This is an optimization exercise on Yosys and OpenROAD, whose aim is small area, not a production implementation. Only simulation tests tie the RTL to the original design; equivalence was not proved. Power figures rest on the tool's default switching activity, not on a simulated workload.

Setup of try-zinc:
==> flow/design.v (excerpt) <==
module SDHOST(clock, reset, cmd_pin_in, cmd_pin_out, response_outReg, R024h_CPU, R024h_CPU_out, R00eh_CPU, R00eh_CPU_out, R008h_CPU, R008h_CPU_out, R032h_CPU, R032h_CPU_out, R030h_CPU, R030h_CPU_out);
	input          clock;
	input          reset;
	input          cmd_pin_in;
	output         cmd_pin_out;
	output [127:0] response_outReg;
	input  [31:0]  R024h_CPU;
	output [31:0]  R024h_CPU_out;
	input  [15:0]  R00eh_CPU;
	output [15:0]  R00eh_CPU_out;
	input  [31:0]  R008h_CPU;
	output [31:0]  R008h_CPU_out;
	input  [15:0]  R032h_CPU;
	output [15:0]  R032h_CPU_out;
	input  [15:0]  R030h_CPU;
	output [15:0]  R030h_CPU_out;
	reg [15:0] r024;    
	reg [12:0] r00e;    
	reg [31:0] r008;
	reg [13:0] r032;    
	reg [8:0]  r030;    
	reg        cc;      
	reg [125:0] sh;
	reg [126:0] resp;
	reg [6:0]   crc;
	reg [6:0]   cnt;
	reg         txr;    
	reg         txn;    
	reg         wt;     
	reg         rx;     
	wire ld      = r024[0];               
	wire tx      = txr | txn;
	wire dp      = tx & (cnt <= 7'd38);   
	wire fend    = tx & (cnt == 7'd46);   
	wire c126    = (cnt == 7'd126);
	wire start   = wt & ~cmd_pin_in;
	wire tmo     = wt & c126;
	wire rdone   = rx & c126;
	wire crc_fb  = sh[125] ^ crc[6];
	assign cmd_pin_out = dp ? sh[125] : crc[6];
  ...
==> flow/config.mk <==
export PLATFORM = sky130hd
export DESIGN_NAME = SDHOST
export DESIGN_NICKNAME = SDHOST
export VERILOG_FILES = /design/flow/design.v
export SDC_FILE = /design/flow/constraint.sdc
export NUM_CORES = 4
export LEC_CHECK = 0
export CAP_MARGIN = 20
export CORE_MARGIN = 2
export CORE_UTILIZATION = 65
export CTS_BUF_LIST = sky130_fd_sc_hd__clkbuf_2 sky130_fd_sc_hd__clkbuf_4 sky130_fd_sc_hd__clkbuf_8
export SLEW_MARGIN = 20
export SYNTH_HIERARCHICAL = 1
export SYNTH_MINIMUM_KEEP_SIZE = 0
==> flow/constraint.sdc <==
create_clock -name core_clock -period 5.0 [get_ports {clock}]
set_input_delay 1.0000 -clock core_clock [delete_from_list [all_inputs] [get_ports {clock}]]
set_output_delay 1.0000 -clock core_clock [all_outputs]
set_load 0.01 [all_outputs]
standard.sh (not shown) runs the stock make flow with config.mk's settings and CLKGATE_MAP_FILE= SYNTH_SCRIPT=/design/flow/synth_recipe.tcl, a recipe that flattens the netlist after the stock synthesis.
==> flow/flow/run.sh <==
#!/bin/bash
# Standard ORFS layout (the standard.sh, standard synthesis unchanged), with the
# port buffers made from the smallest buffer cell instead of clkdlybuf4s50_1.
set -euo pipefail
bash standard.sh "BUFFER_PORTS_ARGS=-buffer_cell sky130_fd_sc_hd__buf_1" finish > standard_flow.log 2>&1
try-zinc reached the end of the flow, and the finished layout is clean on the timing, design-rule and antenna checks.
What try-delta does differently from try-zinc at the input level:
- CTS_BUF_LIST: sky130_fd_sc_hd__clkbuf_2 sky130_fd_sc_hd__clkbuf_4 sky130_fd_sc_hd__clkbuf_8 -> sky130_fd_sc_hd__clkbuf_4
- CORE_UTILIZATION: 65 -> 40
- try-delta vs try-zinc, area growth from synthesis to layout went up by 2.4 points.
- Between try-zinc and try-delta, the global-route usage is lower for try-delta.
- try-delta vs try-zinc — die area climbed by more than half
- Compared with try-zinc, try-delta shows flip-flop and latch share of the layout cell area lower by 1.1 points.
- Sort try-zinc and try-delta by minimum period implied by the final worst setup slack, descending, and try-delta comes first.
[inputs] try-ember vs try-delta
- a change of CORE_UTILIZATION from 40 to 80
- a deleted CTS_BUF_LIST that had been sky130_fd_sc_hd__clkbuf_4
==> flow/flow/run.sh <==
#!/bin/bash
# The standard layout (standard.sh, standard synthesis unchanged) with three changes:
# - port buffers use the smallest buffer cell (buf_1) instead of clkdlybuf4s50_1;
# - clock tree from clkbuf_4 with small sink clusters and no dummy loads;
# - one tie cell for all constant outputs (no tie fanout repair).
set -euo pipefail
bash standard.sh \
  "BUFFER_PORTS_ARGS=-buffer_cell sky130_fd_sc_hd__buf_1" \
  "CTS_ARGS=-sink_clustering_enable -repair_clock_nets -buf_list sky130_fd_sc_hd__clkbuf_4 -sink_clustering_size 10 -sink_clustering_max_diameter 40 -dont_use_dummy_load" \
  SKIP_REPAIR_TIE_FANOUT=1 \
  finish > standard_flow.log 2>&1
[summary]
[compare] base=try-delta new=try-ember: clock buffer count fell about 70%; maximum level of the CTS H-tree fell 1; layout net count fell about 6%; number of unique standard cell types used by synthesis about even; tap cell count fell about 55%.
Sort try-delta and try-ember by share of cells above drive strength 1, ascending, and try-ember comes first.
Modified inputs, try-xenon compared to try-ember
- changing CORE_UTILIZATION from 80 to 40
==> flow/run.sh (new file) <==
#!/bin/bash
# synth_recipe.tcl (not shown) runs the flow's synth.tcl, then flattens the netlist and writes it again
# the make line also repeats each setting of config.mk as NAME=value (left out here)
make -C /OpenROAD-flow-scripts/flow DESIGN_CONFIG=/design/flow/config.mk WORK_HOME=/design/flow/orfs CLKGATE_MAP_FILE= SYNTH_SCRIPT=/design/flow/synth_recipe.tcl finish
removed: flow/flow/run.sh
removed: flow/standard.sh
Comparing try-ember and try-xenon, the higher first-pass iteration count of the detailed router was measured on try-ember.
Relative to try-ember, antenna diode count has gone up in try-xenon.
Aggregate routed wire length was higher in the run labelled try-ember.
As far as non-clock buffer instance count of the final layout goes, try-ember and try-xenon are indistinguishable; the numbers are identical.
Number of clock buffers inserted by TritonCTS was lower in try-xenon than in try-ember.
Post-CTS setup repair buffer count: try-ember vs try-xenon identical
Between try-xenon and try-ember, it is try-xenon whose fraction of the core area covered by cells at the end of the flow is lower, by 34 points.
try-xenon vs. try-ember: peak ir drop on the vdd network went down by about 12%.

## port drivers added, routing unchanged
The flow's constraints put no driver on any port. The routed layouts listed below were extracted and timed again, unchanged, in two steps. Step 1, drivers: a clkbuf_16 drives clock and a buf_2 each remaining input, both assumed. Step 2 moves the port delays by t, midway between the first and last clock arrival at a register: inputs arrive t later, outputs are due t later. That takes back most of the time a late clock gives input paths. Three values: ideal ports, drivers, drivers and shift; two values: the first two.
run | t, ns | slack for setup (ns) | pins driven straight from the clock port
try-zinc | 0.575 | 1.810 / 1.777 / 2.258 | 1
try-delta | 0.692 | 1.781 / 1.742 / 2.141 | 1
try-ember | 0.620 | 1.795 / 1.758 / 2.026 | 1
try-xenon | 0.546 | 1.548 / 1.502 / 2.048 | 1
After both steps setup and hold are still met in every run listed.
